From an optimization exercise on the open Yosys and OpenROAD flow, aimed at small area, a short achievable clock period and few clock cycles per item; shortcuts taken in it are not production practice.
Function was checked by simulation only, so behaviour that the tests miss may differ from the original.

## cordicManager
module cordicManager (
  input           clk_i,
  input           nrst_i,
  input   [23:0]  freq_i,
  input           theta_iteration_valid_i,
  input   [11:0]  theta_iteration_i,
  output          dt_Ticks_valid_o,
  output          next_dt_Ticks_o,
  output  [15:0]  dt_Ticks_o
);
localparam [26:0] C1 = 27'd6588397;
reg         busy_r, fin_r, vo_r;
reg [3:0]   cnt_r;
wire start_w = theta_iteration_valid_i & ~busy_r & ~fin_r;
always @(posedge clk_i or negedge nrst_i) begin
  if (~nrst_i) begin
    busy_r <= 1'b0;
    fin_r  <= 1'b0;
    vo_r   <= 1'b0;
    cnt_r  <= 4'd0;
  end else begin
    vo_r <= 1'b0;
    if (start_w) begin
      busy_r <= 1'b1;
      cnt_r  <= 4'd0;
    end else if (busy_r) begin
      cnt_r <= cnt_r + 4'd1;
      if (cnt_r == 4'd7) begin
        busy_r <= 1'b0;
        fin_r  <= 1'b1;
        vo_r   <= 1'b1;
      end
    end else if (fin_r & ~theta_iteration_valid_i) begin
      fin_r <= 1'b0;
    end
  end
end
assign dt_Ticks_valid_o = vo_r;
assign next_dt_Ticks_o  = fin_r & ~theta_iteration_valid_i;
wire [14:0] base_w;
wire [10:0] slope_w;
wire [8:0]  res_w;
phase_lut lut_uut (.theta_i(theta_iteration_i[10:0]), .base_o(base_w), .slope_o(slope_w), .res_o(res_w));
reg  [14:0] base_r;
reg  [10:0] slope_r;
reg  [8:0]  res_r;
reg  [2:0]  tlo_r;
always @(posedge clk_i) begin
  base_r  <= base_w;
  slope_r <= slope_w;
  res_r   <= res_w;
  tlo_r   <= theta_iteration_i[2:0];
end
function [35:0] csa;                 
  input [17:0] x, y, z;
  begin
    csa = {x ^ y ^ z, (x[16:0] & y[16:0]) | (x[16:0] & z[16:0]) | (y[16:0] & z[16:0]), 1'b0};
  end
endfunction
wire [17:0] pp0_w = tlo_r[0] ? {7'd0, slope_r}       : 18'd0;
wire [17:0] pp1_w = tlo_r[1] ? {6'd0, slope_r, 1'b0} : 18'd0;
  ...
export LEC_CHECK = 0
export ABC_AREA = 1
export CAP_MARGIN = 0
export CORE_MARGIN = 2
export CORE_UTILIZATION = 40
export SETUP_SLACK_MARGIN = 2
export SLEW_MARGIN = 0
export SYNTH_MEMORY_MAX_BITS = 65536
create_clock -name core_clock -period 8.0 [get_ports {clk_i}]
run.sh (not shown) runs the stock make flow with config.mk's settings and CLKGATE_MAP_FILE= SYNTH_SCRIPT=/design/flow/synth_recipe.tcl, a recipe that flattens the netlist after the stock synthesis.
Testbench counts at the start, summed over its fixed seeds: cycles 5,624, items 512.
Then changed:
--- a/flow/config.mk
+++ b/flow/config.mk
@@ -7,8 +7,8 @@
 export LEC_CHECK = 0
 export ABC_AREA = 1
-export CAP_MARGIN = 0
+export CAP_MARGIN = 20
 export CORE_MARGIN = 2
-export CORE_UTILIZATION = 40
-export SETUP_SLACK_MARGIN = 2
-export SLEW_MARGIN = 0
+export CORE_UTILIZATION = 50
+export SETUP_SLACK_MARGIN = 2.5
+export SLEW_MARGIN = 20
 export SYNTH_MEMORY_MAX_BITS = 65536
Cell area rose by about 1.9%; core utilization rose by 12 points; non-clock buffer count rose by 8; critical path depth fell by 4; routed wire length rose by about 5%; global-route usage rose by 8.3 points; via count rose by about 7%.
Then changed:
--- a/flow/config.mk
+++ b/flow/config.mk
@@ -9,6 +9,6 @@
 export CAP_MARGIN = 20
 export CORE_MARGIN = 2
-export CORE_UTILIZATION = 50
-export SETUP_SLACK_MARGIN = 2.5
+export CORE_UTILIZATION = 40
+export SETUP_SLACK_MARGIN = 1.5
 export SLEW_MARGIN = 20
 export SYNTH_MEMORY_MAX_BITS = 65536
Setup slack degrades by 0.30 ns.
Sequential share of layout area rose by 0.37 points.
Routed wire length came out lower by 5.2%.
Then changed:
--- a/flow/config.mk
+++ b/flow/config.mk
@@ -10,5 +10,5 @@
 export CORE_MARGIN = 2
 export CORE_UTILIZATION = 40
-export SETUP_SLACK_MARGIN = 1.5
+export SETUP_SLACK_MARGIN = 3
 export SLEW_MARGIN = 20
 export SYNTH_MEMORY_MAX_BITS = 65536
Outcome: Wire length rises by about 4.5%; worst setup slack gains 0.71 ns; die area is unchanged; non-clock buffer count grows by 99; sequential share of layout area went down by 1.5 points; core utilization goes up by 5.5 points; design area climbs by about 12%; maximum frequency rises by 14%.
Then changed:
--- a/flow/config.mk
+++ b/flow/config.mk
@@ -9,6 +9,6 @@
 export CAP_MARGIN = 20
 export CORE_MARGIN = 2
-export CORE_UTILIZATION = 40
-export SETUP_SLACK_MARGIN = 3
+export CORE_UTILIZATION = 35
+export SETUP_SLACK_MARGIN = 2
 export SLEW_MARGIN = 20
 export SYNTH_MEMORY_MAX_BITS = 65536
After rerunning: The new run passed the timing, design-rule and antenna checks. Die area went up by 14%. Clock skew went up by 0.011 ns. Global-route usage went down by 6.5 points. Routed wire length went down by 10%. Synthesized cell count is unchanged. Count of clock-buffer cells in the layout went up by 1.
Then changed:
--- a/flow/config.mk
+++ b/flow/config.mk
@@ -9,5 +9,5 @@
 export CAP_MARGIN = 20
 export CORE_MARGIN = 2
-export CORE_UTILIZATION = 35
+export CORE_UTILIZATION = 40
 export SETUP_SLACK_MARGIN = 2
 export SLEW_MARGIN = 20
Critical path depth rises by 2.
Sequential cell count is unchanged.
Synthesized area stays the same.
Wire length increases by a little under a tenth.
Final area stays flat.
Clock-buffer cell count falls by 1.
Worst setup slack gets better by 0.067 ns.
Hold slack hardly moves.


Another version of the RTL of cordicManager (not shown whole).
Size: roughly 57 I/O pins, ~18000 um2 of cells after synthesis.
Settings: LEC_CHECK=0, ABC_AREA=1, CAP_MARGIN=20, CORE_MARGIN=2, CORE_UTILIZATION=40, SETUP_SLACK_MARGIN=3, SLEW_MARGIN=20, SYNTH_MEMORY_MAX_BITS=65536, TNS_END_PERCENT=10; clock period 8.0 ns.
The first run ran to the end with no violations.
Testbench counts at the start, summed over its fixed seeds: cycles 7,160, items 512.
Then changed:
- SETUP_SLACK_MARGIN: 3 -> 3.5
Via count came out higher by about 1.8%.
Critical path depth rose by 3.
Final area increases by about 7%.
Routed wire length climbs by 4.3%.


== JK ==
cordicManager, a different RTL version from the one above (not shown whole).
Size: about 3200 cells after synthesis, roughly 160 flip-flops, ~57 I/O pins, about 19000 um^2 of cells after synthesis.
clock: 8.0 ns
lec_check: 0
abc_area: 1
cap_margin: 20
core_margin: 2
core_utilization: 40
setup_slack_margin: 3
slew_margin: 20
synth_memory_max_bits: 65536
Testbench counts of JK, summed over its fixed seeds: cycles 7,160, items 512.
Modified inputs, MS compared to JK
- clearing SETUP_SLACK_MARGIN, which used to be 3
--- outcome ---
- Summary of MS over JK: relative area of non-clock buffer cells in the final design lost 0.72 points; all-layer global routing usage was more or less identical.
- In terms of met3 track utilization from global routing, MS and JK differ only marginally.
- For wire length of the first global-routing pass, MS and JK come out practically identical.
- In MS, final-layout fill cell count is higher than in JK.
- When MS is measured against JK, its time the final worst path needs with I/O delays and setup turns out 0.80 ns higher.


v6:
RTL: one of the versions met above, not the one the previous note started from.
Size in the first run: about 2500 cells after synthesis, about 150 flip-flops, roughly 18000 µm² of cells after synthesis.
Settings: LEC_CHECK=0, CAP_MARGIN=20, CORE_MARGIN=2, CORE_UTILIZATION=40, SETUP_SLACK_MARGIN=3, SLEW_MARGIN=20, SYNTH_MEMORY_MAX_BITS=65536; clock period 8.0 ns.
Testbench counts of v6, summed over its fixed seeds: cycles 7,160, items 512.
The inputs of v7 differ from those of v6 as listed below.
Settings: putting ABC_AREA at 1 where nothing was set.
[summary]
- Compared v6 against v7; max-slew violation count within noise.
- Changes observed in v7 relative to v6: signed area change from the synthesized netlist to the final layout fell 4.1 points.
- Multiplexer share of the synthesized area in v7 is 0.62 points lower than in v6
- In the tables for v7 and v6, synthesized cell count reads lower with v6.
- After synthesis and placement, the instance count of v7 is above that of v6.
- Relative slew slack ended up 3.5 points lower on v7 than on v6.
- Maximum achievable frequency of v7 exceeds that of v6 by more than 10%.


cordicManager, a different RTL version from the one above (not shown whole).
Size in the first run: roughly 2,900 cells after synthesis, roughly 57 I/O pins, ~19,000 sq um of cells after synthesis.
export LEC_CHECK = 0
export ABC_AREA = 1
export CAP_MARGIN = 20
export CORE_MARGIN = 2
export CORE_UTILIZATION = 40
export SETUP_SLACK_MARGIN = 2.5
export SLEW_MARGIN = 20
export SYNTH_MEMORY_MAX_BITS = 65536
create_clock -name core_clock -period 8.0 [get_ports {clk_i}]
The first run finished clean.
Testbench counts at the start, summed over its fixed seeds: cycles 5,624, items 512.
Rerun with:
SETUP_SLACK_MARGIN = 3   (was 2.5)
Worst setup slack gains 0.097 ns.
Flip-flop and latch count is unchanged.
Cell area goes up by 4.4%.

[static timing again, ports no longer ideal]
The results above use ideal ports. As a check the final layouts listed here were re-extracted and re-timed, cells and wires unchanged.
Step 1, drivers: a clkbuf_16 drives clk_i and a buf_2 each remaining input, both assumed.
Step 2 times the ports against the registers' clock, not the clock port: input delays grow and output delays shrink by t, the midpoint of the rising clock arrivals with the driver on.
a / b / c = ideal / step 1 / step 2; a / b = the first two.
run | t, ns | setup slack, ns | slew at the worst register clock pin (ns) | worst data-port slew with drivers (ns)
the first run of note 1 | 0.520 | 2.531 / 2.531 / 2.107 | 0.07 / 0.07 | 0.06
the second run of note 1 | 0.512 | 2.445 / 2.445 / 2.197 | 0.08 / 0.08 | 0.04
the third run of note 1 | 0.518 | 2.148 / 2.148 / 2.077 | 0.07 / 0.07 | 0.06
the fourth run of note 1 | 0.529 | 2.857 / 2.857 / 2.466 | 0.07 / 0.07 | 0.06
the fifth run of note 1 | 0.504 | 2.464 / 2.464 / 2.111 | 0.07 / 0.07 | 0.04
the sixth run of note 1 | 0.520 | 2.531 / 2.531 / 2.107 | 0.07 / 0.07 | 0.06
the first run of note 2 | 0.512 | 2.971 / 2.993 / 2.482 | 0.08 / 0.08 | 0.04
the second run of note 2 | 0.520 | 3.208 / 3.233 / 2.713 | 0.08 / 0.08 | 0.03
JK | 0.500 | 3.075 / 3.070 / 2.570 | 0.08 / 0.08 | 0.10
MS | 0.494 | 2.273 / 2.273 / 2.273 | 0.08 / 0.08 | 0.11
v6 | 0.487 | 1.822 / 1.822 / 1.822 | 0.07 / 0.07 | 0.04
v7 | 0.513 | 2.998 / 3.023 / 2.510 | 0.08 / 0.08 | 0.04
the first run of note 5 | 0.496 | 2.487 / 2.515 / 2.018 | 0.07 / 0.07 | 0.04
the second run of note 5 | 0.523 | 2.584 / 2.584 / 2.397 | 0.07 / 0.07 | 0.04
After both steps setup and hold are still met in every run listed. For JK, which loses most, drivers alone change the setup slack by -0.005 ns; drivers and shift together by -0.505 ns.
